From an optimization exercise on the open Yosys and OpenROAD flow, aimed at small area and a short achievable clock period; shortcuts taken in it are not production practice.
At most, simulation tests tie the RTL to the original design; equivalence was not proved.
The RTL of run 5 was laid out without a check of its function.
No activity file was given, so power comes from the tool's default toggle rates.

==> flow/design.v <==
module bo_in (
	input	logic	[63:0]	a,
	input	logic			miss,
	input	logic			valid,
	input	logic			ready,
	input	logic	[7:0]	pt,
	input	logic	[5:0]	po,
	input	logic	[5:0]	cur_off,	 
	input	logic			cur_neg,	 
	output	logic			hit,
	output	logic			q,			 
	output	logic			issue,		 
	output	logic	[12:0]	pf_addr,
	output	logic	[5:0]	ra_lo,
	output	logic			ra_inc,
	output	logic			ra_dec,
	output	logic	[5:0]	wr_lo,
	output	logic			wr_inc,
	output	logic			wr_dec
);
	function automatic logic [5:0] inc6(logic [5:0] a);
		inc6 = a ^ {&a[4:0], &a[3:0], &a[2:0], &a[1:0], a[0], 1'b1};
	endfunction
	logic	[6:0]	rs, ws, os;
	logic	[5:0]	oh;
	assign hit		= ~miss & valid;
	assign q		= ~hit | pt[a[62:60]];
	assign issue	= q & ready & po != 6'd0;
	assign rs		= {1'b0, a[5:0]} + {1'b0, ~cur_off} + 7'd1;
	assign ws		= {1'b0, a[5:0]} + {1'b0, ~po} + 7'd1;
	assign ra_lo	= rs[5:0];
	assign wr_lo	= ws[5:0];
	assign ra_inc	= cur_neg & rs[6];
	assign ra_dec	= ~cur_neg & ~rs[6];
	assign wr_inc	= po[5] & ws[6];
	assign wr_dec	= ~po[5] & ~ws[6];
	assign os		= {1'b0, a[57:52]} + {1'b0, po};
	assign oh		= a[63:58];
	assign pf_addr	= {os[6] & (&oh), os[6] ? inc6(oh) : oh, os[5:0]};
endmodule
module bo_learn (
	input	logic	[6*64-1:0]	mem,	 
	input	logic	[5:0]	ra_lo,		 
	input	logic	[5:0]	a_hi,
	input	logic			ra_inc,
	input	logic			ra_dec,
	input	logic			pnd,
	input	logic	[4:0]	s0,			 
	input	logic	[4:0]	c0,			 
	input	logic	[5:0]	best_q,
	input	logic	[4:0]	nm_p,		 
	input	logic	[5:0]	nbo_p,
	input	logic	[5:0]	cur_off,
	input	logic			last,
	input	logic			end_c,
	input	logic	[4:0]	tl,			 
	output	logic			hitp,
	output	logic	[4:0]	nm,
	output	logic	[5:0]	nbo,
	output	logic			eol,
	output	logic	[5:0]	newpo,
	output	logic	[4:0]	cmax_n,
	output	logic	[5:0]	best_n,
	output	logic	[4:0]	tail
);
	function automatic logic [5:0] inc6(logic [5:0] a);
		inc6 = a ^ {&a[4:0], &a[3:0], &a[2:0], &a[1:0], a[0], 1'b1};
	endfunction
	function automatic logic [5:0] dec6(logic [5:0] a);
		dec6 = a ^ {~|a[4:0], ~|a[3:0], ~|a[2:0], ~|a[1:0], ~a[0], 1'b1};
	endfunction
	logic	[5:0]	rd_tag, ra_hi;
	logic	[5:0]	s1;
	logic			ge0, ge1;
	logic	[4:0]	nm0, nm1;
	logic	[5:0]	nbo0, nbo1;
	logic			eol0, eol1;
	logic	[5:0]	newpo0, newpo1;
	logic	[4:0]	tl1;
	assign rd_tag	= mem[6*ra_lo +: 6];
	assign ra_hi	= ra_inc ? inc6(a_hi) : ra_dec ? dec6(a_hi) : a_hi;
	assign hitp		= pnd & (ra_hi == 6'd0 || rd_tag == ra_hi);
	assign s1		= {1'b0, s0} + 6'd1;
	assign ge0		= s1 >= {1'b0, c0};
	assign nm0		= ge0 ? s1[4:0] : c0;
	assign nbo0		= ge0 ? cur_off : best_q;
	assign eol0		= last && (nm0 == 5'd31 || end_c);
	assign newpo0	= (nm0 <= 5'd1) ? 6'd0 : nbo0;
	assign ge1		= s1 >= {1'b0, nm_p};
	assign nm1		= ge1 ? s1[4:0] : nm_p;
	assign nbo1		= ge1 ? cur_off : nbo_p;
	assign eol1		= last && (nm1 == 5'd31 || end_c);
	assign newpo1	= (nm1 <= 5'd1) ? 6'd0 : nbo1;
	assign nm		= hitp ? nm1 : nm0;
	assign nbo		= hitp ? nbo1 : nbo0;
	assign eol		= hitp ? eol1 : eol0;
	assign newpo	= hitp ? newpo1 : newpo0;
	assign cmax_n	= hitp ? nm_p : c0;
	assign best_n	= hitp ? nbo_p : best_q;
	assign tl1		= tl + 5'd1;
	assign tail		= hitp ? tl1 : tl;
endmodule
module best_offset_prefetcher #(
	parameter	WIDTH		= 64,
	parameter	TAG_WIDTH	= 12,
	parameter	UP_NUM_SET	= 8,
	parameter	UP_NUM_ASSO	= 0
) (
	input		logic					clk,
	input		logic					rst,
	input		logic	[WIDTH - 1:0]	up_address_i,
	input		logic					up_miss_i,
	input		logic					up_valid_i,
	input		logic					up_prefetched_i,
	input		logic					lo_ready_i,
	output		logic	[WIDTH - 1:0]	lo_prefetch_address_o,
	output		logic					lo_prefetch_valid_o
);
	localparam int NOFF = 46;
	function automatic logic [5:0] inc6(logic [5:0] a);
		inc6 = a ^ {&a[4:0], &a[3:0], &a[2:0], &a[1:0], a[0], 1'b1};
	endfunction
	function automatic logic [5:0] dec6(logic [5:0] a);
		dec6 = a ^ {~|a[4:0], ~|a[3:0], ~|a[2:0], ~|a[1:0], ~a[0], 1'b1};
	endfunction
	localparam logic [23*6-1:0] MAGS = {
		6'd1,  6'd2,  6'd3,  6'd4,  6'd5,  6'd6,  6'd7,  6'd8,
		6'd9,  6'd10, 6'd11, 6'd12, 6'd13, 6'd14, 6'd15, 6'd16,
		6'd18, 6'd20, 6'd24, 6'd30, 6'd32, 6'd36, 6'd40};
	function automatic logic [5:0] mag_of(logic [4:0] k);
		mag_of = (k < 5'd23) ? MAGS[6*k +: 6] : 6'd1;
	endfunction
	logic	[5:0]	cur;			 
	logic	[6:0]	round_q;		 
	logic			qd;				 
	logic			qr;				 
	logic			clr_d;			 
	logic	[4:0]	cmax_q;			 
	logic	[5:0]	best_q;			 
	logic	[4:0]	nm_p;			 
	logic	[5:0]	nbo_p;			 
	logic			pnd;			 
	logic	[5:0]	ra_lo;			 
	logic			ra_inc, ra_dec;	 
	logic	[5:0]	a_hi;			 
	logic			r0d;			 
	logic	[5:0]	po;				 
	logic	[7:0]	pt;				 
	logic			wr_en;			 
	logic	[5:0]	wr_lo;
	logic			wr_inc, wr_dec;
	logic			rst_d;
	logic	[12:0]	out_a;
	logic			out_v;
	logic	[4:0]	ring [NOFF];
	logic	[6*64-1:0]	mem;		 
	logic	[5:0]	mag, cur_off;
	logic			hit, q, issue;
	logic	[12:0]	pf_addr;
	logic	[5:0]	ra_lo_n, wr_lo_n;
	logic			ra_inc_n, ra_dec_n, wr_inc_n, wr_dec_n;
	assign mag		= mag_of(cur[5:1]);
	assign cur_off	= cur[0] ? mag : -mag;
	bo_in u_in (
		.a		(up_address_i),
		.miss	(up_miss_i),
		.valid	(up_valid_i),
		.ready	(lo_ready_i),
		.pt		(pt),
		.po		(po),
		.cur_off(cur_off),
		.cur_neg(~cur[0]),
		.hit	(hit),
		.q		(q),
		.issue	(issue),
		.pf_addr(pf_addr),
		.ra_lo	(ra_lo_n),
		.ra_inc	(ra_inc_n),
		.ra_dec	(ra_dec_n),
		.wr_lo	(wr_lo_n),
		.wr_inc	(wr_inc_n),
		.wr_dec	(wr_dec_n)
	);
	logic	[5:0]	wr_hi, dbus;
	assign wr_hi	= wr_inc ? inc6(a_hi) : wr_dec ? dec6(a_hi) : a_hi;
	assign dbus		= wr_hi & {6{~rst_d}};
	genvar i;
	generate
		for (i = 0; i < 64; i++) begin : g_entry
			always_ff @(posedge clk) begin
				if (rst_d || (wr_en && wr_lo == i))
					mem[6*i +: 6] <= dbus;
			end
		end
	endgenerate
	logic			last, end_c, hitp, eol;
	logic	[4:0]	s0, c0, tl, nm, cmax_n, tail;
	logic	[5:0]	nbo, newpo, best_n;
	assign last		= cur == NOFF - 1;
	assign end_c	= round_q == 7'd99;
	assign s0		= (round_q == 7'd0) ? 5'd0 : (qd ? ring[1] : ring[0]);
	assign c0		= clr_d ? 5'd0 : cmax_q;
	assign tl		= r0d ? 5'd0 : ring[0];
	bo_learn u_learn (
		.mem	(mem),
		.ra_lo	(ra_lo),
		.a_hi	(a_hi),
		.ra_inc	(ra_inc),
		.ra_dec	(ra_dec),
		.pnd	(pnd),
		.s0		(s0),
		.c0		(c0),
		.best_q	(best_q),
		.nm_p	(nm_p),
		.nbo_p	(nbo_p),
		.cur_off(cur_off),
		.last	(last),
		.end_c	(end_c),
		.tl		(tl),
		.hitp	(hitp),
		.nm		(nm),
		.nbo	(nbo),
		.eol	(eol),
		.newpo	(newpo),
		.cmax_n	(cmax_n),
		.best_n	(best_n),
		.tail	(tail)
	);
	always_ff @(posedge clk) begin
		cmax_q	<= cmax_n;
		best_q	<= best_n;
		nm_p	<= nm;
		nbo_p	<= nbo;
		r0d		<= round_q == 7'd0;
		rst_d	<= rst;
		qr		<= q;
		ra_lo	<= ra_lo_n;
		ra_inc	<= ra_inc_n;
		ra_dec	<= ra_dec_n;
		wr_lo	<= wr_lo_n;
		wr_inc	<= wr_inc_n;
		wr_dec	<= wr_dec_n;
		a_hi	<= up_address_i[11:6];
		if (rst) begin
			cur		<= '0;
			round_q	<= '0;
			qd		<= 1'b0;
			clr_d	<= 1'b1;
			pnd		<= 1'b0;
			po		<= '0;
			pt		<= '0;
			wr_en	<= 1'b0;
			out_a	<= '0;
			out_v	<= 1'b0;
		end else begin
			if (q) begin
				cur		<= last ? 6'd0 : cur + 6'd1;
				round_q	<= eol ? 7'd0 : last ? round_q + 7'd1 : round_q;
				if (eol)
					po	<= newpo;
			end
			qd		<= q;
			clr_d	<= q & eol;
			pnd		<= q & up_valid_i & ~eol;
			if (hit)
				pt[up_address_i[62:60]] <= up_prefetched_i;
			wr_en	<= up_prefetched_i | po == 6'd0;
			if (issue) begin
				out_a	<= pf_addr;
				out_v	<= 1'b1;
			end
		end
	end
	generate
		for (i = 0; i < NOFF; i++) begin : g_ring
			always_ff @(posedge clk) begin
				if (qr)
					ring[i] <= (i == NOFF - 1) ? tail : ring[(i + 1) % NOFF];
			end
		end
	endgenerate
	assign lo_prefetch_address_o	= {{(WIDTH - 13){1'b0}}, out_a};
	assign lo_prefetch_valid_o		= out_v;
endmodule
==> flow/flow/run.sh <==
#!/bin/bash
# Layout: the standard flow (standard.sh) with two changes to how it is
# made: Yosys leaves adders to ABC instead of mapping them to ha/fa cells
# first (ADDER_MAP_FILE empty), and the port buffers are buf_2 cells.
set -euo pipefail
bash standard.sh "ADDER_MAP_FILE=" "BUFFER_PORTS_ARGS=-buffer_cell sky130_fd_sc_hd__buf_2" "SETUP_SLACK_MARGIN=12.6" finish > standard_flow.log 2>&1
==> flow/standard.sh <==
#!/bin/bash
# synth_recipe.tcl (not shown) runs the flow's synth.tcl, then flattens the netlist and writes it again
# the make line also repeats each setting of config.mk as NAME=value (left out here)
make -C /OpenROAD-flow-scripts/flow DESIGN_CONFIG=/design/flow/config.mk WORK_HOME=/design/flow/orfs CLKGATE_MAP_FILE= SYNTH_SCRIPT=/design/flow/synth_recipe.tcl "${@:-finish}"
==> flow/constraint.sdc <==
create_clock -name core_clock -period 17.0 [get_ports {clk}]
set_input_delay 3.4000 -clock core_clock [delete_from_list [all_inputs] [get_ports {clk}]]
set_output_delay 3.4000 -clock core_clock [all_outputs]
set_load 0.01 [all_outputs]
==> flow/config.mk <==
export PLATFORM = sky130hd
export DESIGN_NAME = best_offset_prefetcher
export DESIGN_NICKNAME = best_offset_prefetcher
export VERILOG_FILES = /design/flow/design.v
export SDC_FILE = /design/flow/constraint.sdc
export NUM_CORES = 4
export LEC_CHECK = 0
export CAP_MARGIN = 20
export CORE_MARGIN = 2
export CORE_UTILIZATION = 40
export CTS_CLUSTER_DIAMETER = 100
export CTS_CLUSTER_SIZE = 30
export SLEW_MARGIN = 20
==> implementation parameters, run 1 <==
Parameter                              Value

Placed design
  Number of port buffers ... 43
  Half-perimeter wire length after placement ... approximately 38000 µm
  Weighted congestion reported at the end of routability-driven placement ... 0.865
  Worst Setup Slack post-DPL ... roughly 11 ns
  Cell count after placement ... approximately 2.6k

Outcome
  Status ... complete, no violations

Detailed routing
  Detailed-router iteration count before antenna repair ... 7
  WL final ... roughly 60000 µm
  Vias/cell ... approximately 5.5
  Total via count after detailed routing ... 15.0k
  First-iteration detailed-routing DRC count ... about 1.5k
  Total DRC errors in the routed layout ... 0
  Detail Route Antenna Nets ... 0
  Routed length per placed instance ... approximately 22 µm

STA
  Tightest hold margin ... between 0.4 and 0.5 ns
  Maximum clock frequency ... about 0.20 GHz
  Final number of max-transition violations ... 0
  Count of endpoints failing hold in the final timing report ... 0
  Max_slew headroom ... between 20 and 25%
  Post-Route Setup TNS ... 0 ns
  Transition time of the tightest slew-check pin ... ~1.2 ns
  Setup repair after global routing missed its margin ... yes
  Period utilization ... about 29%
  Final worst setup slack ... roughly 12 ns
  Post-layout min period ... roughly 4.9 ns
  Worst setup skew after layout ... between 0.03 and 0.04 ns
  Count of final setup violators ... 0

Die
  Num ports ... about 140
  Count of standard-cell rows ... 97
  Die span in x ... approximately 270 µm
  Die footprint ... about 73000 µm²
  Initial core utilization ... about two fifths
  Die height ... 271 µm
  Area of the core ... ~70000 µm²

Synthesis
  Average instance area after synthesis ... around 16 µm²
  Post-synthesis cell area ... between 20000 and 30000 µm²
  Post-synth top area share ... ~65%
  Cells after Synth ... between 1.5k and 2k
  Proportion of synthesized chip area in sequential cells ... a little under three quarters
  Number of distinct library cells after synthesis ... 80
  Most common cell in the netlist ... sky130_fd_sc_hd__edfxtp_1
  Register bit count reported by yosys ... slightly above 700
  EDFF count, synth ... 620
  Commonest cells post-synth ... 620 x sky130_fd_sc_hd__edfxtp_1, 93 x sky130_fd_sc_hd__mux4_2, 93 x sky130_fd_sc_hd__nor2_1
  Warnings from Yosys ... 4
  Top cells by area, synth ... sky130_fd_sc_hd__edfxtp_1 65%, sky130_fd_sc_hd__mux4_2 7.3%, sky130_fd_sc_hd__dfxtp_1 6.0%
  Async set-or-reset flop fraction in the synthesized netlist ... 0%
  Top_reg_cell synth ... sky130_fd_sc_hd__edfxtp_1
  Post-synthesis cell type with the largest combined area ... sky130_fd_sc_hd__edfxtp_1

Finish
  Fraction of final layout cells sized beyond drive strength 1 ... roughly a fifth
  Non-filler cells, final ... between 2k and 3k
  Number of nets in the layout ... roughly 1.9k
  Syn-to-layout area delta ... 9.83%
  Antenna diode count ... 0

Clock network
  Root buffer cell ... sky130_fd_sc_hd__clkbuf_16
  Insertion delay of the later-clocked pin in the worst-skew pair ... approximately 0.62 ns
  Number of buffers on the longest clock path ... 3
  Quantity of hold-fixing buffers added after cts ... 0
  H-tree Lvls ... 1
  Number of buffers created by CTS ... 29
  Count of clock tree sinks ... ~710
  Clock Pin Slew Worst Setup and Hold Paths ... roughly 0.12 ns
  Clock tree from TritonCTS ... built

Critical path
  Beginning of the worst register-to-register path ... ra_lo[0]$_DFF_P_
  Setup slack on the worst flop-to-flop path ... roughly 13 ns
  R2R cell count ... 12
  Critical path startpoint ... up_address_i[53]
  Critical-path maximum fanout ... 4
  Critical path capture point type ... register
  CP arrival ... 5.45 ns
  Type of the worst setup path ... in2reg
  Reg2reg end ... po[0]$_SDFFE_PP0P_
  Critical Path End ... out_a[10]$_SDFFE_PP0P_
  Critical Path Source Type ... primary input
  Data required time at the worst endpoint ... between 15 and 20 ns

GRT
  Met2 layer usage reported by global route ... between 20% and 30%
  Global routing met3 resource utilization ... about 2.5%
  GR Util met1 ... a little under a quarter
  Maximum number of pins on one net before global-route repair ... 86
  Total routing usage reported by global routing ... 16.2%
  Antenna violations before repair ... 0
  Remaining Overflow, GRT ... 0
  Vias in the first global route ... 14.7k
  Global-route wire length before repair ... slightly above 90000 µm
  Highest-utilization routing layer at the global route stage ... met2

Hold path
  Number of cells on the worst hold path ... 0
  Hold Path Class ... reg2reg

Power and ir drop
  Pwr per Cell Area ... approximately 110 nW/µm²
  Post-layout power ... 3.40 mW
  Standby leakage power ... between 10 and 15 nW
  Peak VDD IR ... around 0.090 mV

Run
  Max-cap check violation count ... 0
[state kept, by name, summed over array words and instances, names as in the netlist, 6 cells and up]
signal / flops
ring: 230
out_a: 13
ra_lo: 6
best_q: 6
cur: 6
pt: 8
wr_lo: 6
mem: 384
a_hi: 6
round_q: 7
po: 6
nbo_p: 6
[cells by family after synthesis]
family	Yosys count	synth area share, %
DFF	706	71.3
buffers and inverters	168	3.15
other	1	0.0132
adders and majority gates	13	0.456
AOI/OAI and AO/OA	267	6.52
and+or+nand+nor	326	5.82
muxes	188	10.8
xor gates and xnor gates	63	1.94
[cell usage in the layout (no fill, tap or decap), drive strengths merged, types with 15 or more instances in the layout]
cell type and n:
mux2 22, conb 51, xnor2 41, buf 108
dfxtp 86, a21o 45, o21bai 21, nand2b 16
nor3 22, o22ai 18, nand2 64, inv 26
nor2b 15, o21ai 29, mux4 93, edfxtp 620
nor4 15, xor2 22, nor2 93, mux2i 73
nand3 26, a21oi 51, clkbuf 47
[layer usage]
metal  share of wire [%]  wire length [µm]
met1                  44             26600
met2                  48             29400
met3                 5.9              3600
met4                 2.1              1300
met5                   0                 0
[worst min-delay path by stage]
stage                     startpoint                     to  slack, ns
3_5_place_dp   ring[12][2]$_DFFE_PP_  ring[11][2]$_DFFE_PP_       0.40
3_3_place_gp   ring[17][4]$_DFFE_PP_  ring[16][4]$_DFFE_PP_       0.40
4_1_cts        ring[44][3]$_DFFE_PP_  ring[43][3]$_DFFE_PP_       0.41
5_1_grt        ring[18][1]$_DFFE_PP_  ring[17][1]$_DFFE_PP_       0.42
6_report       ring[18][1]$_DFFE_PP_  ring[17][1]$_DFFE_PP_       0.41
2_1_floorplan  ring[11][0]$_DFFE_PP_  ring[10][0]$_DFFE_PP_       0.40
[where the power goes]
| group | switching (mW) | total [mW] | internal (mW) |
|---|---|---|---|
| clock | 0.521 | 0.865 | 0.344 |
| combinational | 0.257 | 0.428 | 0.171 |
| sequential | 0.0618 | 2.10 | 2.04 |
| total | 0.840 | 3.40 | 2.56 |
[through the flow]
stage	area, µm²	util, %
final	31300	44.6
after global routing	31300	44.6
after CTS	31100	44.2
after detailed placement	29600	42.1
after global placement	29600	42.1
after floorplan	28900	-
[repair_timing]
item / 4_1_cts / 5_1_grt
gates resized for setup: 66 / 24
endpoints found under the hold margin: 0 / 0
pin swaps: 26 / 29
buffers inserted: 35 / 10
gates cloned: 1 / 2
setup endpoints to repair: 79 / 53
[area by class of cell]
| cell class | instances | area [µm²] |
|---|---|---|
| clock buffers | 47 | 815 |
| clock inverters | 6 | 91.3 |
| fillers | 6108 | 39000 |
| inverters | 26 | 97.6 |
| multi-input cells | 911 | 7840 |
| flip-flops and latches | 706 | 20400 |
| well taps | 940 | 1180 |
| repair buffers | 108 | 926 |
[worst max-delay path, stage by stage]
cell and delay [ns]:
sky130_fd_sc_hd__buf_8 0.09, sky130_fd_sc_hd__o211ai_1 0.24, sky130_fd_sc_hd__a31oi_2 0.15, sky130_fd_sc_hd__maj3_2 0.36
sky130_fd_sc_hd__maj3_2 0.33, sky130_fd_sc_hd__maj3_2 0.37, sky130_fd_sc_hd__nand3_4 0.10, sky130_fd_sc_hd__nor2_4 0.06
sky130_fd_sc_hd__xnor2_1 0.12, sky130_fd_sc_hd__a211oi_1 0.22
==> run 2: changes to the inputs <==
--- a/flow/config.mk
+++ b/flow/config.mk
@@ -13 +13,3 @@
 export SLEW_MARGIN = 20
+export SYNTH_HIERARCHICAL = 1
+export SYNTH_MINIMUM_KEEP_SIZE = 0
==> implementation parameters, run 2 <==
Parameter                              Value

Clock network
  Number of buffers created by CTS ... 27
  Insertion delay of the later-clocked pin in the worst-skew pair ... between 0.6 and 0.7 ns
  Clock tree from TritonCTS ... built
  Clock Pin Slew Worst Setup and Hold Paths ... 0.12 ns
  Root buffer cell ... sky130_fd_sc_hd__clkbuf_16
  H-tree Lvls ... 1
  Count of clock tree sinks ... 706
  Number of buffers on the longest clock path ... 3

Outcome
  Status ... complete, no violations

Detailed routing
  Detailed-router iteration count before antenna repair ... 6
  First-iteration detailed-routing DRC count ... about 1.6k
  Vias/cell ... between 5 and 6
  Detail Route Antenna Nets ... 0
  WL final ... ~60000 µm
  Total via count after detailed routing ... about 15k
  Total DRC errors in the routed layout ... 0
  Routed length per placed instance ... about 21 µm

Hold path
  Hold Path Class ... reg2reg
  HP Start ... ring[9][3]$_DFFE_PP_

Die
  Die height ... around 270 µm
  Count of standard-cell rows ... 98
  Die footprint ... between 70000 and 80000 µm²
  Initial core utilization ... between 40 and 50%
  Area of the core ... around 71000 µm²
  Num ports ... roughly 140
  Die span in x ... between 200 and 300 µm

Critical path
  Beginning of the worst register-to-register path ... ra_lo[1]$_DFF_P_
  Cell type group with the largest total delay on the critical path ... flip-flops
  Slowest cell on the critical path ... sky130_fd_sc_hd__dfxtp_2
  Data required time at the worst endpoint ... approximately 14 ns
  Critical path capture point type ... output port
  Critical path startpoint ... out_a[3]$_SDFFE_PP0P_
  Critical Path Source Type ... register
  CP Cell Sequence ... buf_6
  Critical-path maximum fanout ... 2
  CP arrival ... roughly 1.1 ns
  Type of the worst setup path ... reg2out
  Count of buffering cells on the critical path with inverters included ... 1
  Biggest cell delay along the critical path ... 0.36 ns
  Setup slack on the worst flop-to-flop path ... 12.67 ns

GRT
  Antenna violations before repair ... 0
  Vias in the first global route ... around 15k
  Global-route wire length before repair ... between 80000 and 90000 µm
  Total routing usage reported by global routing ... ~16%
  Maximum number of pins on one net before global-route repair ... slightly below 90
  Remaining Overflow, GRT ... 0

Synthesis
  Warnings from Yosys ... 10
  Commonest cells post-synth ... 614 x sky130_fd_sc_hd__edfxtp_1, 92 x sky130_fd_sc_hd__dfxtp_1, 91 x sky130_fd_sc_hd__mux2i_1
  EDFF count, synth ... 614
  Average instance area after synthesis ... roughly 16 µm²
  Post-synthesis cell type with the largest combined area ... sky130_fd_sc_hd__edfxtp_1
  Post-synth top area share ... around 64%
  Async set-or-reset flop fraction in the synthesized netlist ... 0%
  Number of distinct library cells after synthesis ... 89
  Top cells by area, synth ... sky130_fd_sc_hd__edfxtp_1 64%, sky130_fd_sc_hd__dfxtp_1 6.4%, sky130_fd_sc_hd__mux4_2 5.4%
  Register bit count reported by yosys ... approximately 710
  Top_reg_cell synth ... sky130_fd_sc_hd__edfxtp_1
  Post-synthesis cell area ... ~29000 µm²
  Cells after Synth ... between 1.5k and 2k
  Proportion of synthesized chip area in sequential cells ... around 70%
  Most common cell in the netlist ... sky130_fd_sc_hd__edfxtp_1

Finish
  Register with the most flip-flops ... mem
  Flip-flop count of the largest register after layout ... about 380
  Most frequent standard cell in the layout excluding fill and tap cells ... sky130_fd_sc_hd__edfxtp_1
  Fraction of final layout cells sized beyond drive strength 1 ... 17.3%
  Syn-to-layout area delta ... 9.63%
  Regs by FF count ... mem: 384 flops, ring: 230 flops, out_a: 13 flops
  Commonest cells after routing, fill and taps aside ... 614 x sky130_fd_sc_hd__edfxtp_1, 88 x sky130_fd_sc_hd__mux2i_1, 76 x sky130_fd_sc_hd__nor2_1, 70 x sky130_fd_sc_hd__dfxtp_1, 69 x sky130_fd_sc_hd__mux4_2
  Number of fill cells in the layout ... between 6k and 7k
  Antenna diode count ... 0
  Number of nets in the layout ... 1880

STA
  Post-layout min period ... 4.47 ns
  Max_slew headroom ... about a third
  Transition time of the tightest slew-check pin ... 1.02 ns
  Period utilization ... about a quarter
  Final number of max-transition violations ... 0
  Setup repair after global routing missed its margin ... yes
  Count of endpoints failing hold in the final timing report ... 0
  Tightest hold margin ... 0.425 ns
  Maximum clock frequency ... around 0.22 GHz
  Post-Route Setup TNS ... 0 ns
  Count of final setup violators ... 0
  Worst setup skew after layout ... between 0.02 and 0.03 ns

Power and ir drop
  Standby leakage power ... between 10 and 15 nW
  Peak VDD IR ... ~0.087 mV
  Pwr per Cell Area ... between 100 and 150 nW/µm²

Placed design
  Number of port buffers ... between 40 and 50
  Weighted congestion reported at the end of routability-driven placement ... roughly 0.81
  Half-perimeter wire length after placement ... between 30000 and 40000 µm

Run
  Max-cap check violation count ... 0
[run 2: cell families (layout without fill, tap and decap cells)]
group | after synthesis | in the layout | synth area share, %
compound gates | 290 | 291 | 7.22
xor+xnor | 64 | 64 | 1.96
fa+ha+maj | 8 | 8 | 0.289
buf+inv | 180 | 196 | 3.59
flops | 706 | 706 | 70.9
mux | 179 | 179 | 9.83
other cells | 1 | 51 | 0.0131
simple gates | 333 | 335 | 6.25
[run 2: worst register-to-register path: stages (launching register included)]
cell,delay [ns]
sky130_fd_sc_hd__dfxtp_4,0.44
sky130_fd_sc_hd__buf_16,0.17
sky130_fd_sc_hd__mux4_1,0.57
sky130_fd_sc_hd__mux2_2,0.32
sky130_fd_sc_hd__a22oi_2,0.23
sky130_fd_sc_hd__a31oi_1,0.16
sky130_fd_sc_hd__o41ai_4,0.51
sky130_fd_sc_hd__nand2_1,0.16
sky130_fd_sc_hd__o41ai_4,0.42
sky130_fd_sc_hd__buf_12,0.18
sky130_fd_sc_hd__a211oi_1,0.06
sky130_fd_sc_hd__a211oi_2,0.23
sky130_fd_sc_hd__buf_4,0.19
sky130_fd_sc_hd__a21oi_1,0.09
sky130_fd_sc_hd__or3_1,0.39
sky130_fd_sc_hd__a21oi_1,0.15
[run 2: cell type report]
cell class / count / area, µm² / share of cell area [%]
clock inverter: 2 / 25.0 / 0.0798
tap: 950 / 1190 / 3.79
multi-input combinational: 928 / 7880 / 25.1
sequential: 706 / 20300 / 64.7
clock buffer: 47 / 751 / 2.39
timing repair buffer: 106 / 1060 / 3.37
inverter: 41 / 159 / 0.506
[run 2: routing by layer]
layer | up-vias | GRT usage (%) | wire (µm)
met5 | - | 0 | 0
li1 | 6830 | - | -
met3 | 67 | 2.03 | 2670
met4 | 0 | 3.24 | 1030
met1 | 7843 | 22.4 | 27100
met2 | 351 | 25.3 | 28800
[run 2: final timing paths]
path,cells after the start,endpoint
worst min-delay path,0,ring[8][3]$_DFFE_PP_
worst max register to register,15,round_q[4]$_SDFFE_PP0P_
worst min register to register,0,ring[8][3]$_DFFE_PP_
worst max-delay path,1,lo_prefetch_address_o[3]
[run 2: where the power goes]
part / leakage, nW / switching, mW / internal (mW)
combinational: 3.58 / 0.277 / 0.168
sequential: 7.10 / 0.0523 / 2.04
clock: 0.368 / 0.491 / 0.308
[run 2: stage by stage]
stage | instance area, µm² | power (mW) | std cells | setup slack, ns | util (%)
final | 31400 | 3.34 | 2780 | 12.53 | 44.1
after global routing | 31400 | 3.46 | 2780 | 12.48 | 44.1
after CTS | 30900 | 3.35 | 2754 | 12.48 | 43.5
after detailed placement | 29600 | 2.53 | 2683 | 10.91 | 41.6
after global placement | 29600 | 2.52 | 2683 | 11.00 | 41.6
after floorplan | 28900 | 2.40 | 1811 | 12.18 | -
[run 2: timing repair]
action,4_1_cts,5_1_grt
resized for setup,73,39
pin swaps,5,11
hold buffers,0,0
setup buffers,17,20
endpoints found under the setup margin,78,51
cloned,5,5
[run 2: per-module statistics from Yosys (local to each module, per instance)]
module | cells inside | flops+latches | cell area (µm²)
bo_learn | 502 | 0 | 4770
bo_in | 134 | 0 | 961
best_offset_prefetcher | 1125 | 706 | 22900
==> run 3: changes to the inputs <==
--- a/flow/config.mk
+++ b/flow/config.mk
@@ -10,4 +10,4 @@
 export CORE_UTILIZATION = 40
-export CTS_CLUSTER_DIAMETER = 100
-export CTS_CLUSTER_SIZE = 30
+export CTS_CLUSTER_DIAMETER = 80
+export CTS_CLUSTER_SIZE = 24
 export SLEW_MARGIN = 20
==> implementation parameters, run 3 <==
Parameter                              Value

Outcome
  Status ... complete, no violations

Finish
  Most frequent standard cell in the layout excluding fill and tap cells ... sky130_fd_sc_hd__edfxtp_1
  Number of nets in the layout ... 1884
  Fraction of final layout cells sized beyond drive strength 1 ... between 10% and 20%
  Register with the most flip-flops ... mem
  Regs by FF count ... mem: 384 flops, ring: 230 flops, out_a: 13 flops
  Syn-to-layout area delta ... 10.6%
  Antenna diode count ... 0
  Flip-flop count of the largest register after layout ... around 380
  Commonest cells after routing, fill and taps aside ... 614 x sky130_fd_sc_hd__edfxtp_1, 89 x sky130_fd_sc_hd__mux2i_1, 76 x sky130_fd_sc_hd__nor2_1, 71 x sky130_fd_sc_hd__dfxtp_1, 69 x sky130_fd_sc_hd__mux4_2

GRT
  Maximum number of pins on one net before global-route repair ... 89
  Total routing usage reported by global routing ... 15.8%
  Remaining Overflow, GRT ... 0
  Antenna violations before repair ... 0
  Global-route wire length before repair ... 89300 µm
  Vias in the first global route ... roughly 15k

Critical path
  Critical path capture point type ... register
  Cell type group with the largest total delay on the critical path ... multiplexers
  CP Cell Sequence ... buf_12 > mux4_2 > mux2i_4 > nand2_4 > and4_4 > nand3_4 > xnor2_2 > a211oi_2
  Data required time at the worst endpoint ... 17.49 ns
  Setup slack on the worst flop-to-flop path ... about 13 ns
  Biggest cell delay along the critical path ... ~0.53 ns
  R2R cell count ... 16
  Slowest cell on the critical path ... sky130_fd_sc_hd__mux4_2
  Critical Path Source Type ... primary input
  Critical path startpoint ... up_address_i[60]
  Critical-path maximum fanout ... 5
  Reg2reg end ... round_q[4]$_SDFFE_PP0P_
  Count of cell instances traversed by the critical path ... 8
  Beginning of the worst register-to-register path ... ra_lo[1]$_DFF_P_
  CP arrival ... 4.94 ns
  Critical Path End ... cur[5]$_SDFFE_PP0P_
  Type of the worst setup path ... in2reg
  Count of buffering cells on the critical path with inverters included ... 1

Power and ir drop
  Pwr per Cell Area ... ~110 nW/µm²
  Peak VDD IR ... between 0.07 and 0.08 mV
  Standby leakage power ... approximately 11 nW

Die
  Die footprint ... approximately 74000 µm²
  Die span in x ... about 270 µm
  Count of standard-cell rows ... 98
  Area of the core ... 71100 µm²
  Num ports ... 135
  Initial core utilization ... between 40% and 50%
  Die height ... 272 µm

Synthesis
  Post-synthesis cell area ... ~29000 µm²
  Proportion of synthesized chip area in sequential cells ... 70.9%
  Warnings from Yosys ... 10
  Average instance area after synthesis ... approximately 16 µm²
  Top_reg_cell synth ... sky130_fd_sc_hd__edfxtp_1
  Number of distinct library cells after synthesis ... 89
  Cells after Synth ... about 1.8k
  Async set-or-reset flop fraction in the synthesized netlist ... 0%
  Post-synthesis cell type with the largest combined area ... sky130_fd_sc_hd__edfxtp_1
  Post-synth top area share ... between 60 and 70%
  Register bit count reported by yosys ... about 700
  Commonest cells post-synth ... 614 x sky130_fd_sc_hd__edfxtp_1, 92 x sky130_fd_sc_hd__dfxtp_1, 91 x sky130_fd_sc_hd__mux2i_1
  Top cells by area, synth ... sky130_fd_sc_hd__edfxtp_1 64%, sky130_fd_sc_hd__dfxtp_1 6.4%, sky130_fd_sc_hd__mux4_2 5.4%
  Most common cell in the netlist ... sky130_fd_sc_hd__edfxtp_1
  EDFF count, synth ... between 600 and 700

Clock network
  Number of buffers created by CTS ... 38
  Clock Pin Slew Worst Setup and Hold Paths ... roughly 0.090 ns
  Count of clock tree sinks ... 706
  Clock tree from TritonCTS ... built
  Number of buffers on the longest clock path ... 3
  Root buffer cell ... sky130_fd_sc_hd__clkbuf_16
  Insertion delay of the later-clocked pin in the worst-skew pair ... ~0.6 ns
  H-tree Lvls ... 2

STA
  Setup repair after global routing missed its margin ... yes
  Max_slew headroom ... around 31%
  Count of final setup violators ... 0
  Period utilization ... a little over a quarter
  Final number of max-transition violations ... 0
  Post-layout min period ... 4.45 ns
  Count of endpoints failing hold in the final timing report ... 0
  Transition time of the tightest slew-check pin ... just over 1 ns
  Final worst setup slack ... 12.55 ns
  Post-Route Setup TNS ... 0 ns
  Maximum clock frequency ... about 0.22 GHz
  Worst setup skew after layout ... 0.0337 ns

Placed design
  Weighted congestion reported at the end of routability-driven placement ... between 0.8 and 0.9
  Worst Setup Slack post-DPL ... approximately 11 ns
  Number of port buffers ... 43
  Half-perimeter wire length after placement ... about 36000 µm

Detailed routing
  First-iteration detailed-routing DRC count ... ~1.6k
  WL final ... 60000 µm
  Detailed-router iteration count before antenna repair ... 6
  Total DRC errors in the routed layout ... 0
  Detail Route Antenna Nets ... 0
  Vias/cell ... approximately 5.4
  Total via count after detailed routing ... 15.0k
  Routed length per placed instance ... ~22 µm

Run
  Max-cap check violation count ... 0

Hold path
  Hold Path Class ... reg2reg
## run 3: Yosys stat by module (local to each module, per instance)
module / cells / flops+latches
bo_learn: 502 / 0
best_offset_prefetcher: 1125 / 706
bo_in: 134 / 0
## run 3: worst min-delay path by stage
stage | depth (start not counted) | from | slack, ns | to
floorplan | 0 | ring[11][0]$_DFFE_PP_ | 0.40 | ring[10][0]$_DFFE_PP_
global placement | 0 | ring[45][1]$_DFFE_PP_ | 0.40 | ring[44][1]$_DFFE_PP_
detailed placement | 0 | ring[13][0]$_DFFE_PP_ | 0.40 | ring[12][0]$_DFFE_PP_
CTS | 0 | ring[4][4]$_DFFE_PP_ | 0.41 | ring[3][4]$_DFFE_PP_
global route | 0 | ring[37][4]$_DFFE_PP_ | 0.43 | ring[36][4]$_DFFE_PP_
finish | 0 | ring[4][4]$_DFFE_PP_ | 0.41 | ring[3][4]$_DFFE_PP_
## run 3: layout make-up
type	instances	area [µm²]
multi-input combinational	928	7860
inverter	41	159
clock buffer	46	1000
sequential	706	20300
clock inverter	12	129
tap	950	1190
fill	6236	39500
timing repair buffer	99	998
## run 3: routing by layer
metal	up-vias	track usage (%)	share of wire (%)
met2	386	25.4	48
met1	7736	22.8	46
li1	6834	-	-
met5	-	0	0
met4	0	3.46	1.6
met3	68	2.26	4.6
## run 3: what timing repair did
| item | in CTS | in global routing |
|---|---|---|
| gates resized for setup | 78 | 28 |
| endpoints found under the hold margin | 0 | 0 |
| hold buffers | 0 | 0 |
| pin swaps | 8 | 12 |
| cloned | 5 | 5 |
| buffers inserted | 19 | 11 |
| setup endpoints to repair | 78 | 55 |
## run 3: cells by family after synthesis
logic type / after synthesis / share of synthesized area, %
AO/OA/AOI/OAI: 290 / 7.22
XOR/XNOR: 64 / 1.96
adder cells (fa/ha/maj): 8 / 0.289
buffers and inverters: 180 / 3.59
flip-flops: 706 / 70.9
multiplexers: 179 / 9.83
other: 1 / 0.0131
AND/OR/NAND/NOR: 333 / 6.25
## run 3: per-stage QoR
| stage | util [%] | instance area [µm²] | std cells | hold WS (ns) | total power [mW] |
|---|---|---|---|---|---|
| 2_1_floorplan | - | 28900 | 1811 | 0.400 | 2.40 |
| 3_3_place_gp | 41.6 | 29600 | 2683 | 0.404 | 2.52 |
| 3_5_place_dp | 41.6 | 29600 | 2683 | 0.405 | 2.53 |
| 4_1_cts | 44.0 | 31300 | 2765 | 0.410 | 3.54 |
| 5_1_grt | 44.5 | 31600 | 2782 | 0.429 | 3.65 |
| 6_report | 44.5 | 31600 | 2782 | 0.409 | 3.51 |
## run 3: where the power goes
| group | internal, mW | switching (mW) |
|---|---|---|
| Sequential | 2.04 | 0.0526 |
| Clock | 0.436 | 0.543 |
| Combinational | 0.167 | 0.275 |
==> run 4: changes to the inputs <==
--- a/flow/config.mk
+++ b/flow/config.mk
@@ -9,3 +9,3 @@
 export CORE_MARGIN = 2
-export CORE_UTILIZATION = 40
+export CORE_UTILIZATION = 65
 export CTS_CLUSTER_DIAMETER = 80
==> implementation parameters, run 4 <==
Parameter                              Value

Critical path
  Type of the worst setup path ... in2reg
  CP Cell Sequence ... buf_12 > mux4_2 > mux2i_4 > nand2_4 > and4_4 > nand4_1 > or3_1 > a21oi_2
  Critical path capture point type ... register
  R2R cell count ... 12
  Reg2reg end ... nbo_p[2]$_DFF_P_
  Setup slack on the worst flop-to-flop path ... around 13 ns
  Beginning of the worst register-to-register path ... ra_lo[4]$_DFF_P_
  Slowest cell on the critical path ... sky130_fd_sc_hd__mux4_2
  Data required time at the worst endpoint ... around 18 ns
  CP arrival ... between 4 and 5 ns
  Critical Path Source Type ... primary input
  Count of buffering cells on the critical path with inverters included ... 1
  Critical-path maximum fanout ... 7
  Biggest cell delay along the critical path ... around 0.35 ns
  Cell type group with the largest total delay on the critical path ... simple AND/OR/NAND/NOR gates

Detailed routing
  Post-Route M1 WL ... between 20000 and 25000 µm
  Met3 Wirelength ... 4720 µm
  Total via count after detailed routing ... around 15k
  Routed length per placed instance ... roughly 24 µm
  Detail Route Antenna Nets ... 0
  Uppermost metal layer occupied by signal nets ... met4
  Amount of wire on met2 after detailed routing ... ~27000 µm
  First-iteration detailed-routing DRC count ... between 1.5k and 2k
  Detailed-router iteration count before antenna repair ... 6
  Vias/cell ... 6.31
  WL final ... between 50000 and 60000 µm
  Total DRC errors in the routed layout ... 0

Synthesis
  Post-synth top area share ... about 64%
  Post-synthesis cell type with the largest combined area ... sky130_fd_sc_hd__edfxtp_1
  Most common cell in the netlist ... sky130_fd_sc_hd__edfxtp_1
  Top cells by area, synth ... sky130_fd_sc_hd__edfxtp_1 64%, sky130_fd_sc_hd__dfxtp_1 6.4%, sky130_fd_sc_hd__mux4_2 5.4%
  Average instance area after synthesis ... 16.3 µm²
  Register bit count reported by yosys ... slightly above 700
  Number of distinct library cells after synthesis ... slightly below 90
  Proportion of synthesized chip area in sequential cells ... between 70% and 80%
  EDFF count, synth ... around 600
  Post-synthesis cell area ... 28600 µm²
  Warnings from Yosys ... 10
  Cells after Synth ... roughly 1.8k
  Top_reg_cell synth ... sky130_fd_sc_hd__edfxtp_1
  Async set-or-reset flop fraction in the synthesized netlist ... 0%
  Commonest cells post-synth ... 614 x sky130_fd_sc_hd__edfxtp_1, 92 x sky130_fd_sc_hd__dfxtp_1, 91 x sky130_fd_sc_hd__mux2i_1

Finish
  Antenna diode count ... 0
  Most frequent standard cell in the layout excluding fill and tap cells ... sky130_fd_sc_hd__edfxtp_1
  Fraction of final layout cells sized beyond drive strength 1 ... about 17%
  Number of nets in the layout ... 1876
  Flip-flop count of the largest register after layout ... about 380
  Regs by FF count ... mem: 384 flops, ring: 230 flops, out_a: 13 flops
  Commonest cells after routing, fill and taps aside ... 614 x sky130_fd_sc_hd__edfxtp_1, 88 x sky130_fd_sc_hd__mux2i_1, 76 x sky130_fd_sc_hd__nor2_1, 71 x sky130_fd_sc_hd__dfxtp_1, 69 x sky130_fd_sc_hd__mux4_2
  Syn-to-layout area delta ... 8.50%
  Register with the most flip-flops ... mem

Die
  Die span in x ... around 210 µm
  Initial core utilization ... 66.2%
  Area of the core ... 43300 µm²
  Die footprint ... around 46000 µm²
  Num ports ... around 140
  Count of standard-cell rows ... 76
  Die height ... 214 µm

GRT
  Total routing usage reported by global routing ... 26.1%
  Global-route wire length before repair ... about 87000 µm
  Maximum number of pins on one net before global-route repair ... 93
  Remaining Overflow, GRT ... 0
  Antenna violations before repair ... 0
  Vias in the first global route ... 14.3k

Outcome
  Status ... complete, no violations

Clock network
  Quantity of hold-fixing buffers added after cts ... 0
  H-tree Lvls ... 2
  Number of buffers created by CTS ... 37
  Clock tree from TritonCTS ... built
  Count of clock tree sinks ... 706
  Root buffer cell ... sky130_fd_sc_hd__clkbuf_16
  Clock Pin Slew Worst Setup and Hold Paths ... 0.10 ns
  Number of buffers on the longest clock path ... 3
  Insertion delay of the later-clocked pin in the worst-skew pair ... 0.59 ns

Placed design
  Half-perimeter wire length after placement ... between 30000 and 40000 µm
  Worst Setup Slack post-DPL ... about 11 ns
  Number of port buffers ... between 40 and 50
  Weighted congestion reported at the end of routability-driven placement ... about 0.85

Run
  Max-cap check violation count ... 0

Hold path
  Number of cells on the worst hold path ... 0
  HP Start ... ring[26][0]$_DFFE_PP_
  Hold Path End ... ring[25][0]$_DFFE_PP_
  Hold Path Class ... reg2reg

Power and ir drop
  Pwr per Cell Area ... 113 nW/µm²
  Standby leakage power ... 11.1 nW
  Peak VDD IR ... approximately 0.094 mV

STA
  Post-Route Setup TNS ... 0 ns
  Maximum clock frequency ... about 0.23 GHz
  Post-layout min period ... approximately 4.4 ns
  Period utilization ... 26.0%
  Max_slew headroom ... about 30%
  Final number of max-transition violations ... 0
  Worst setup skew after layout ... about 0.027 ns
  Setup repair after global routing missed its margin ... yes
  Transition time of the tightest slew-check pin ... 1.04 ns
  Count of final setup violators ... 0
  Final worst setup slack ... ~13 ns
  Count of endpoints failing hold in the final timing report ... 0
run 4: cell counts after synthesis:
No cell type changed its count.
run 4: what timing repair did:
| item | CTS | global route |
|---|---|---|
| gates cloned | 7 | 1 |
| resized for setup | 70 | 16 |
| setup endpoints to repair | 78 | 46 |
| buffers inserted | 21 | 5 |
| hold endpoints to repair | 0 | 0 |
| pin swaps | 8 | 8 |
run 4: cell families (layout without fill, tap and decap cells):
kind of cell / Yosys count / count (layout) / share of synthesized area, %
buffers and inverters: 180 / 188 / 3.59
xor gates and xnor gates: 64 / 64 / 1.96
and+or+nand+nor: 333 / 335 / 6.25
muxes: 179 / 179 / 9.83
other: 1 / 51 / 0.0131
AOI/OAI and AO/OA: 290 / 291 / 7.22
adders and majority gates: 8 / 8 / 0.289
DFF: 706 / 706 / 70.9
run 4: where the power goes:
part	total, mW	internal (mW)	switching (mW)
Combinational	0.429	0.161	0.268
Sequential	2.10	2.04	0.0594
Clock	0.968	0.441	0.527
run 4: routing by layer:
| layer | GRT usage (%) | vias up |
|---|---|---|
| li1 | - | 6824 |
| met1 | 38.5 | 7631 |
| met2 | 40.5 | 634 |
| met3 | 4.31 | 105 |
| met4 | 8.26 | 0 |
| met5 | 0 | - |
run 4: per-stage QoR:
stage	instances	power, mW	util, %	area (µm²)	hold WS (ns)
floorplan	1811	2.40	-	28900	0.400
global placement	2316	2.51	67.2	29100	0.402
detailed placement	2316	2.53	67.2	29100	0.405
CTS	2399	3.50	71.3	30900	0.410
global route	2407	3.61	71.8	31100	0.408
finish	2407	3.50	71.8	31100	0.402
run 4: area by class of cell:
cell class                 instances  area, µm²
timing repair buffer              92       1000
multi-input combinational        928       7750
inverter                          41        159
tap                              585        732
clock buffer                      45        956
sequential                       706      20300
clock inverter                    10        141
fill                            2793      12200
run 4: modules after synthesis (local to each module, per instance):
module / flip-flops and latches / cell area (µm²)
best_offset_prefetcher: 706 / 22900
bo_in: 0 / 961
bo_learn: 0 / 4770
run 4: worst register-to-register path: stages (launching register included):
cell and delay (ns):
sky130_fd_sc_hd__dfxtp_2 0.33, sky130_fd_sc_hd__buf_6 0.40, sky130_fd_sc_hd__nor2b_1 0.55, sky130_fd_sc_hd__a221oi_1 0.21
sky130_fd_sc_hd__a22oi_1 0.22, sky130_fd_sc_hd__a31oi_1 0.12, sky130_fd_sc_hd__o41ai_2 0.57, sky130_fd_sc_hd__nand2_1 0.18
sky130_fd_sc_hd__o41ai_4 0.45, sky130_fd_sc_hd__buf_12 0.17, sky130_fd_sc_hd__buf_4 0.16, sky130_fd_sc_hd__mux2i_1 0.65
sky130_fd_sc_hd__a222oi_1 0.19
run 4: worst max path at each step:
| stage | start | slack [ns] | to | cells past startpoint |
|---|---|---|---|---|
| 6_report | up_address_i[60] | 12.57 | round_q[6]$_SDFFE_PP0P_ | 8 |
| 5_1_grt | up_address_i[60] | 12.52 | round_q[5]$_SDFFE_PP0P_ | 8 |
| 4_1_cts | out_a[2]$_SDFFE_PP0P_ | 12.55 | lo_prefetch_address_o[2] | 1 |
| 3_5_place_dp | up_address_i[60] | 11.06 | out_a[8]$_SDFFE_PP0P_ | 7 |
| 3_3_place_gp | up_address_i[60] | 11.11 | out_a[12]$_SDFFE_PP0P_ | 7 |
| 2_1_floorplan | up_address_i[60] | 12.18 | cur[5]$_SDFFE_PP0P_ | 8 |
==> run 5: changes to the inputs <==
--- a/flow/design.v
+++ b/flow/design.v
@@ -1,2 +1,3 @@
 module bo_in (
+	input	logic			rst,
 	input	logic	[63:0]	a,
@@ -4,4 +5,7 @@
 	input	logic			valid,
+	input	logic			pref,
 	input	logic			ready,
 	input	logic	[7:0]	pt,
+	input	logic	[12:0]	out_a,
+	input	logic			out_v,
 	input	logic	[5:0]	po,
@@ -9,6 +13,6 @@
 	input	logic			cur_neg,	 
-	output	logic			hit,
 	output	logic			q,			 
-	output	logic			issue,		 
-	output	logic	[12:0]	pf_addr,
+	output	logic	[7:0]	pt_n,		 
+	output	logic	[12:0]	out_a_n,	 
+	output	logic			out_v_n,
 	output	logic	[5:0]	ra_lo,
@@ -25,2 +29,4 @@
 	logic	[5:0]	oh;
+	logic	[12:0]	pf_addr;
+	logic			hit, issue;
 	assign hit		= ~miss & valid;
@@ -28,2 +34,11 @@
 	assign issue	= q & ready & po != 6'd0;
+	always_comb begin
+		pt_n = pt;
+		if (hit)
+			pt_n[a[62:60]] = pref;
+		if (rst)
+			pt_n = '0;
+	end
+	assign out_a_n	= rst ? 13'd0 : issue ? pf_addr : out_a;
+	assign out_v_n	= ~rst & (issue | out_v);
 	assign rs		= {1'b0, a[5:0]} + {1'b0, ~cur_off} + 7'd1;
@@ -157,4 +172,6 @@
 	logic	[5:0]	mag, cur_off;
-	logic			hit, q, issue;
-	logic	[12:0]	pf_addr;
+	logic			q;
+	logic	[7:0]	pt_n;
+	logic	[12:0]	out_a_n;
+	logic			out_v_n;
 	logic	[5:0]	ra_lo_n, wr_lo_n;
@@ -164,2 +181,3 @@
 	bo_in u_in (
+		.rst	(rst),
 		.a		(up_address_i),
@@ -167,4 +185,7 @@
 		.valid	(up_valid_i),
+		.pref	(up_prefetched_i),
 		.ready	(lo_ready_i),
 		.pt		(pt),
+		.out_a	(out_a),
+		.out_v	(out_v),
 		.po		(po),
@@ -172,6 +193,6 @@
 		.cur_neg(~cur[0]),
-		.hit	(hit),
 		.q		(q),
-		.issue	(issue),
-		.pf_addr(pf_addr),
+		.pt_n	(pt_n),
+		.out_a_n(out_a_n),
+		.out_v_n(out_v_n),
 		.ra_lo	(ra_lo_n),
@@ -243,2 +264,5 @@
 		a_hi	<= up_address_i[11:6];
+		pt		<= pt_n;
+		out_a	<= out_a_n;
+		out_v	<= out_v_n;
 		if (rst) begin
@@ -250,6 +274,3 @@
 			po		<= '0;
-			pt		<= '0;
 			wr_en	<= 1'b0;
-			out_a	<= '0;
-			out_v	<= 1'b0;
 		end else begin
@@ -264,9 +285,3 @@
 			pnd		<= q & up_valid_i & ~eol;
-			if (hit)
-				pt[up_address_i[62:60]] <= up_prefetched_i;
 			wr_en	<= up_prefetched_i | po == 6'd0;
-			if (issue) begin
-				out_a	<= pf_addr;
-				out_v	<= 1'b1;
-			end
 		end
==> implementation parameters, run 5 <==
Parameter                              Value

Finish
  Most frequent standard cell in the layout excluding fill and tap cells ... sky130_fd_sc_hd__edfxtp_1
  Post-layout util ... between 70% and 80%
  Commonest cells after routing, fill and taps aside ... 614 x sky130_fd_sc_hd__edfxtp_1, 71 x sky130_fd_sc_hd__mux2i_1, 71 x sky130_fd_sc_hd__dfxtp_1, 69 x sky130_fd_sc_hd__mux4_2, 59 x sky130_fd_sc_hd__nand2_1
  Non-filler cells, final ... between 2k and 2.5k
  Regs by FF count ... mem: 384 flops, ring: 230 flops, out_a: 13 flops
  Antenna diode count ... 0
  Number of nets in the layout ... about 1.9k
  Fraction of final layout cells sized beyond drive strength 1 ... around 18%
  Flip-flop count of the largest register after layout ... between 300 and 400
  Register with the most flip-flops ... mem
  Syn-to-layout area delta ... 8.68%

Clock network
  Number of buffers created by CTS ... 38
  H-tree Lvls ... 2
  Clock Pin Slew Worst Setup and Hold Paths ... 0.09 ns
  Quantity of hold-fixing buffers added after cts ... 0
  Root buffer cell ... sky130_fd_sc_hd__clkbuf_16
  Count of clock tree sinks ... 706
  Clock tree from TritonCTS ... built
  Insertion delay of the later-clocked pin in the worst-skew pair ... 0.58 ns
  Number of buffers on the longest clock path ... 3

Synthesis
  Post-synthesis cell area ... ~29000 µm²
  Register bit count reported by yosys ... 706
  Number of distinct library cells after synthesis ... just under 90
  Most common cell in the netlist ... sky130_fd_sc_hd__edfxtp_1
  Async set-or-reset flop fraction in the synthesized netlist ... 0%
  Post-synth top area share ... between 60 and 70%
  Proportion of synthesized chip area in sequential cells ... around 71%
  Cells after Synth ... 1765
  Top_reg_cell synth ... sky130_fd_sc_hd__edfxtp_1
  Top cells by area, synth ... sky130_fd_sc_hd__edfxtp_1 64%, sky130_fd_sc_hd__dfxtp_1 6.4%, sky130_fd_sc_hd__mux4_2 5.4%
  Warnings from Yosys ... 10
  Commonest cells post-synth ... 614 x sky130_fd_sc_hd__edfxtp_1, 92 x sky130_fd_sc_hd__dfxtp_1, 74 x sky130_fd_sc_hd__mux2i_1
  Average instance area after synthesis ... 16.3 µm²
  EDFF count, synth ... between 600 and 700
  Post-synthesis cell type with the largest combined area ... sky130_fd_sc_hd__edfxtp_1

Detailed routing
  Detail Route Antenna Nets ... 0
  WL final ... 58300 µm
  Detailed-router iteration count before antenna repair ... 6
  Uppermost metal layer occupied by signal nets ... met4
  Post-Route M1 WL ... about 25000 µm
  Total DRC errors in the routed layout ... 0
  Total via count after detailed routing ... between 15k and 20k
  Amount of wire on met2 after detailed routing ... around 27000 µm
  Vias/cell ... around 6.3
  Met3 Wirelength ... ~4800 µm
  Routed length per placed instance ... between 20 and 25 µm
  First-iteration detailed-routing DRC count ... between 1.5k and 2k

Die
  Area of the core ... roughly 43000 µm²
  Initial core utilization ... roughly 66%
  Die height ... approximately 210 µm
  Die span in x ... between 200 and 250 µm
  Count of standard-cell rows ... between 70 and 80
  Die footprint ... around 46000 µm²
  Num ports ... 135

Placed design
  Number of port buffers ... 43
  Half-perimeter wire length after placement ... approximately 34000 µm
  Cell count after placement ... approximately 2.3k
  Weighted congestion reported at the end of routability-driven placement ... 0.841

STA
  Transition time of the tightest slew-check pin ... 1.00 ns
  Count of final setup violators ... 0
  Setup repair after global routing missed its margin ... yes
  Tightest hold margin ... about 0.42 ns
  Count of endpoints failing hold in the final timing report ... 0
  Maximum clock frequency ... 0.226 GHz
  Period utilization ... a little over a quarter
  Worst setup skew after layout ... 0.0173 ns
  Final number of max-transition violations ... 0
  Post-Route Setup TNS ... 0 ns
  Post-layout min period ... between 4 and 5 ns
  Max_slew headroom ... around a third

Critical path
  Data required time at the worst endpoint ... between 10 and 15 ns
  Type of the worst setup path ... reg2out
  Critical Path Source Type ... register
  Biggest cell delay along the critical path ... ~0.36 ns
  Count of buffering cells on the critical path with inverters included ... 1
  Critical path capture point type ... output port
  CP arrival ... approximately 1 ns
  Cell type group with the largest total delay on the critical path ... flip-flops
  CP Cell Sequence ... buf_6
  Critical-path maximum fanout ... 2
  Slowest cell on the critical path ... sky130_fd_sc_hd__dfxtp_2

Power and ir drop
  Peak VDD IR ... slightly above 0.09 mV
  Post-layout power ... about 3.6 mW
  Pwr per Cell Area ... 115 nW/µm²
  Standby leakage power ... 11.2 nW

Hold path
  Hold Path Class ... reg2reg

Outcome
  Status ... complete, no violations

GRT
  Vias in the first global route ... ~15k
  Maximum number of pins on one net before global-route repair ... between 150 and 200
  Antenna violations before repair ... 0
  Remaining Overflow, GRT ... 0
  Total routing usage reported by global routing ... around a quarter
  Global-route wire length before repair ... around 87000 µm

Run
  Max-cap check violation count ... 0
run 5: cell types whose count changed in the layout (fill, tap and decap cells not counted), sizes merged, moves of 5 or more:
cell,previous run,this run
mux2i,91,74
buf,86,101
nor2,81,68
a21oi,42,52
inv,45,54
o21ai,50,59
a211oi,6,12
nand3,29,34
run 5: modules after synthesis (local to each module, per instance):
module	flip-flops and latches	area, µm²
bo_in	0	1420
best_offset_prefetcher	706	22500
bo_learn	0	4770
run 5: repair_timing:
item,in CTS,in global routing
pin swaps,4,18
setup endpoints to repair,77,51
gates cloned,4,5
resized for setup,66,38
setup buffers,23,20
run 5: cells by family after synthesis:
logic type | Yosys count | share of synthesized area, %
other | 1 | 0.0131
XOR/XNOR | 62 | 1.89
multiplexers | 162 | 9.21
flip-flops | 706 | 70.7
adder cells (fa/ha/maj) | 12 | 0.432
buffers and inverters | 187 | 3.78
AO/OA/AOI/OAI | 318 | 8.08
AND/OR/NAND/NOR | 317 | 5.92
run 5: layout make-up:
cell class,count,area (µm²)
timing repair buffer,105,1020
inverter,47,186
tap,585,732
timing repair inverter,2,10.0
clock inverter,12,113
clock buffer,47,1010
fill,2806,12200
sequential,706,20300
multi-input combinational,925,7800
run 5: routing by layer:
| metal | vias up | track usage, % |
|---|---|---|
| met5 | - | 0 |
| met4 | 0 | 6.64 |
| met3 | 69 | 4.68 |
| met2 | 591 | 38.8 |
| met1 | 7760 | 38.0 |
| li1 | 6884 | - |
run 5: path summary, 6_finish.rpt:
check                        startpoint                  endpoint  slack (ns)  depth (start not counted)
setup / recovery       out_a[4]$_DFF_P_  lo_prefetch_address_o[4]       12.57                          1
hold / removal    ring[45][1]$_DFFE_PP_     ring[44][1]$_DFFE_PP_        0.42                          0
setup reg to reg       ra_lo[0]$_DFF_P_   round_q[6]$_SDFFE_PP0P_       12.70                         15
hold reg to reg   ring[45][1]$_DFFE_PP_     ring[44][1]$_DFFE_PP_        0.42                          0
run 5: where the power goes:
part	internal [mW]	switching [mW]
combinational	0.186	0.307
sequential	2.07	0.0633
clock	0.434	0.535
total	2.69	0.905
run 5: metrics by stage:
step | setup slack (ns) | cell area [µm²]
floorplan | 12.07 | 28900
global placement | 11.32 | 29100
CTS | 12.53 | 30800
global route | 12.53 | 31200
detailed placement | 11.25 | 29100
finish | 12.57 | 31200
==> run 6: changes to the inputs <==
--- a/flow/design.v
+++ b/flow/design.v
@@ -147,3 +147,3 @@
 	endfunction
-	logic	[5:0]	cur;			 
+	logic	[5:0]	cur_q;			 
 	logic	[6:0]	round_q;		 
@@ -178,2 +178,6 @@
 	logic			ra_inc_n, ra_dec_n, wr_inc_n, wr_dec_n;
+	logic	[5:0]	cur;
+	logic	[6:0]	round_c;
+	assign cur		= clr_d ? 6'd0 : !qd ? cur_q : (cur_q == NOFF - 1) ? 6'd0 : cur_q + 6'd1;
+	assign round_c	= clr_d ? 7'd0 : (qd && cur_q == NOFF - 1) ? round_q + 7'd1 : round_q;
 	assign mag		= mag_of(cur[5:1]);
@@ -220,4 +224,4 @@
 	assign last		= cur == NOFF - 1;
-	assign end_c	= round_q == 7'd99;
-	assign s0		= (round_q == 7'd0) ? 5'd0 : (qd ? ring[1] : ring[0]);
+	assign end_c	= round_c == 7'd99;
+	assign s0		= (round_c == 7'd0) ? 5'd0 : (qd ? ring[1] : ring[0]);
 	assign c0		= clr_d ? 5'd0 : cmax_q;
@@ -254,3 +258,5 @@
 		nbo_p	<= nbo;
-		r0d		<= round_q == 7'd0;
+		r0d		<= round_c == 7'd0;
+		cur_q	<= cur;
+		round_q	<= round_c;
 		rst_d	<= rst;
@@ -268,4 +274,2 @@
 		if (rst) begin
-			cur		<= '0;
-			round_q	<= '0;
 			qd		<= 1'b0;
@@ -276,8 +280,4 @@
 		end else begin
-			if (q) begin
-				cur		<= last ? 6'd0 : cur + 6'd1;
-				round_q	<= eol ? 7'd0 : last ? round_q + 7'd1 : round_q;
-				if (eol)
-					po	<= newpo;
-			end
+			if (q && eol)
+				po	<= newpo;
 			qd		<= q;
--- a/flow/config.mk
+++ b/flow/config.mk
@@ -10,4 +10,5 @@
 export CORE_UTILIZATION = 65
-export CTS_CLUSTER_DIAMETER = 80
-export CTS_CLUSTER_SIZE = 24
+export CTS_BUF_LIST = sky130_fd_sc_hd__clkbuf_8
+export CTS_CLUSTER_DIAMETER = 60
+export CTS_CLUSTER_SIZE = 14
 export SLEW_MARGIN = 20
==> implementation parameters, run 6 <==
Parameter                              Value

Detailed routing
  Total DRC errors in the routed layout ... 0
  Total via count after detailed routing ... ~15k
  First-iteration detailed-routing DRC count ... around 1.5k
  Routed length per placed instance ... 23.6 µm
  Detailed-router iteration count before antenna repair ... 6
  Detail Route Antenna Nets ... 0
  WL final ... about 58000 µm
  Vias/cell ... about 6.2

Power and ir drop
  Pwr per Cell Area ... 110 nW/µm²
  Peak VDD IR ... a little under 0.08 mV
  Standby leakage power ... around 11 nW
  Post-layout power ... ~3.4 mW

Synthesis
  Largest family of logic cells by synthesized area ... multiplexers
  Most common cell in the netlist ... sky130_fd_sc_hd__edfxtp_1
  Proportion of synthesized chip area in sequential cells ... 70.2%
  Synth Area in XOR/XNOR ... between 2 and 2.5%
  EDFF count, synth ... slightly above 600
  Async set-or-reset flop fraction in the synthesized netlist ... 0%
  Top_reg_cell synth ... sky130_fd_sc_hd__edfxtp_1
  Multiplexer share of the synthesized area ... under 10%
  Post-synthesis cell area ... 28900 µm²
  Warnings from Yosys ... 10
  Number of distinct library cells after synthesis ... 98
  Average instance area after synthesis ... between 15 and 20 µm²
  Basic-gate share of the synthesized area counting and, or, nand and nor cells ... under 10%
  Top cells by area, synth ... sky130_fd_sc_hd__edfxtp_1 64%, sky130_fd_sc_hd__dfxtp_1 6.4%, sky130_fd_sc_hd__mux4_2 5.4%
  Compound-cell area share of the yosys netlist ... 8.19%
  Register bit count reported by yosys ... about 700
  Adder and majority cell fraction of the synthesized area ... 0.429%
  Commonest cells post-synth ... 614 x sky130_fd_sc_hd__edfxtp_1, 92 x sky130_fd_sc_hd__dfxtp_1, 73 x sky130_fd_sc_hd__mux2i_1
  Post-synthesis cell type with the largest combined area ... sky130_fd_sc_hd__edfxtp_1
  Post-synth top area share ... between 60% and 70%
  Cells after Synth ... about 1.8k

Critical path
  Data required time at the worst endpoint ... 13.60 ns
  Slowest cell on the critical path ... sky130_fd_sc_hd__dfxtp_2
  CP Cell Sequence ... buf_6
  Cell type group with the largest total delay on the critical path ... flip-flops
  Count of buffering cells on the critical path with inverters included ... 1
  Critical path capture point type ... output port
  Critical-path maximum fanout ... 2
  Biggest cell delay along the critical path ... approximately 0.34 ns
  Type of the worst setup path ... reg2out
  CP arrival ... around 1.1 ns
  Critical Path Source Type ... register

Clock network
  Clock tree from TritonCTS ... built
  Number of buffers on the longest clock path ... 3
  Quantity of hold-fixing buffers added after cts ... 0
  H-tree Lvls ... 2
  Clock Pin Slew Worst Setup and Hold Paths ... approximately 0.090 ns
  Insertion delay of the later-clocked pin in the worst-skew pair ... approximately 0.70 ns
  Count of clock tree sinks ... 706
  Number of buffers created by CTS ... 58
  Root buffer cell ... sky130_fd_sc_hd__clkbuf_8

STA
  Post-layout min period ... ~4.5 ns
  Setup repair after global routing missed its margin ... yes
  Final number of max-transition violations ... 0
  Transition time of the tightest slew-check pin ... 1.04 ns
  Count of final setup violators ... 0
  Maximum clock frequency ... ~0.22 GHz
  Post-Route Setup TNS ... 0 ns
  Worst setup skew after layout ... 0.0380 ns
  Count of endpoints failing hold in the final timing report ... 0
  Period utilization ... between 20% and 30%
  Max_slew headroom ... a little under a third

Placed design
  Weighted congestion reported at the end of routability-driven placement ... approximately 0.84
  Number of port buffers ... 43
  Cell area after placement ... approximately 29000 µm²
  Half-perimeter wire length after placement ... 36100 µm

Die
  Initial core utilization ... between 60% and 70%
  Die span in x ... ~210 µm
  Count of standard-cell rows ... a little under 80
  Die footprint ... 46200 µm²
  Die height ... between 200 and 250 µm
  Area of the core ... 44000 µm²
  Num ports ... 135

Finish
  Syn-to-layout area delta ... 6.37%
  Regs by FF count ... mem: 384 flops, ring: 230 flops, out_a: 13 flops
  Most frequent standard cell in the layout excluding fill and tap cells ... sky130_fd_sc_hd__edfxtp_1
  Fraction of final layout cells sized beyond drive strength 1 ... between 10% and 20%
  Antenna diode count ... 0
  Number of nets in the layout ... around 1.9k
  Flip-flop count of the largest register after layout ... 384
  Commonest cells after routing, fill and taps aside ... 614 x sky130_fd_sc_hd__edfxtp_1, 71 x sky130_fd_sc_hd__mux2i_1, 69 x sky130_fd_sc_hd__mux4_2, 65 x sky130_fd_sc_hd__dfxtp_1, 62 x sky130_fd_sc_hd__inv_1
  Register with the most flip-flops ... mem
  Final std cell area, no fill ... around 30000 µm²

GRT
  Antenna violations before repair ... 1
  Maximum number of pins on one net before global-route repair ... 92
  Highest-utilization routing layer at the global route stage ... met2
  Total routing usage reported by global routing ... 24.8%
  GR Util met1 ... roughly 37%
  Vias in the first global route ... between 10k and 15k
  Global routing met3 resource utilization ... 4.26%
  Global-route wire length before repair ... just under 90000 µm
  Remaining Overflow, GRT ... 0
  Met2 layer usage reported by global route ... 37.8%

Hold path
  Hold Path Class ... reg2reg

Outcome
  Status ... complete, no violations

Run
  Max-cap check violation count ... 0
run 6: cell families (layout without fill, tap and decap cells):
kind of cell | count (synthesis) | in the layout
buffers and inverters | 191 | 210
other | 1 | 51
and+or+nand+nor | 320 | 320
xor gates and xnor gates | 76 | 76
AOI/OAI and AO/OA | 311 | 311
adders and majority gates | 12 | 12
muxes | 161 | 161
DFF | 706 | 706
run 6: per-layer routing:
metal  part of all wire (%)  wire length (µm)
met4                    2.7              1570
met3                    6.1              3490
met2                     46             26600
met1                     45             25900
met5                      0                 0
run 6: Yosys stat by module, one instance, submodules excluded:
module	copies in the design	flops+latches	area (µm²)
bo_in	1	0	1420
bo_learn	1	0	4770
best_offset_prefetcher	1	706	22700
run 6: what timing repair did:
item,CTS,global route
setup buffers,10,5
setup endpoints to repair,63,31
pin swaps,3,3
resized for setup,64,21
run 6: layout make-up:
| class | count | area, µm² |
|---|---|---|
| flip-flops and latches | 706 | 20300 |
| fillers | 2881 | 13300 |
| multi-input cells | 931 | 7880 |
| clock buffers | 58 | 798 |
| well taps | 592 | 741 |
| repair buffers | 75 | 627 |
| inverters | 49 | 189 |
| clock inverters | 28 | 171 |
run 6: final timing paths:
path | from | to | slack [ns] | depth (start not counted)
max | out_a[2]$_DFF_P_ | lo_prefetch_address_o[2] | 12.48 | 1
min | ring[30][2]$_DFFE_PP_ | ring[29][2]$_DFFE_PP_ | 0.42 | 0
max reg2reg | ra_lo[0]$_DFF_P_ | po[5]$_SDFFE_PP0P_ | 12.81 | 16
min reg2reg | ring[30][2]$_DFFE_PP_ | ring[29][2]$_DFFE_PP_ | 0.42 | 0
run 6: report_power, final:
part           total, mW  switching (mW)  internal, mW  leakage, nW
sequential          2.13          0.0667          2.07         7.10
clock              0.865           0.531         0.334        0.566
combinational      0.392           0.251         0.141         3.35
run 6: metrics by stage:
step	util (%)	hold slack [ns]	std cells	worst slack, ns
6_report	69.8	0.420	2439	12.48
5_1_grt	69.8	0.422	2439	12.42
4_1_cts	69.5	0.424	2434	12.42
3_5_place_dp	66.6	0.405	2338	10.64
3_3_place_gp	66.6	0.404	2338	10.75
2_1_floorplan	-	0.400	1828	12.21

==> static timing again, ports no longer ideal <==
Ports are ideal in the flow. The routed layouts listed here were re-timed in OpenROAD.
Step 1, drivers: a clkbuf_16 drives clk and a buf_2 each remaining input, both assumed.
Step 2 also shifts input and output timing later by t, the mid clock arrival at the registers, as if the neighbouring blocks saw the same clock.
Slacks: ideal ports / drivers / drivers and shift; pairs: ideal ports / drivers.
run | t, ns | setup slack, ns
run 1 | 0.665 | 12.090 / 12.099 / 11.433
run 2 | 0.657 | 12.529 / 12.471 / 11.838
run 3 | 0.637 | 12.547 / 12.510 / 11.903
run 4 | 0.640 | 12.572 / 12.513 / 11.937
run 5 | 0.629 | 12.565 / 12.508 / 11.943
run 6 | 0.738 | 12.476 / 12.421 / 11.905
After both steps setup and hold are still met in every run listed.
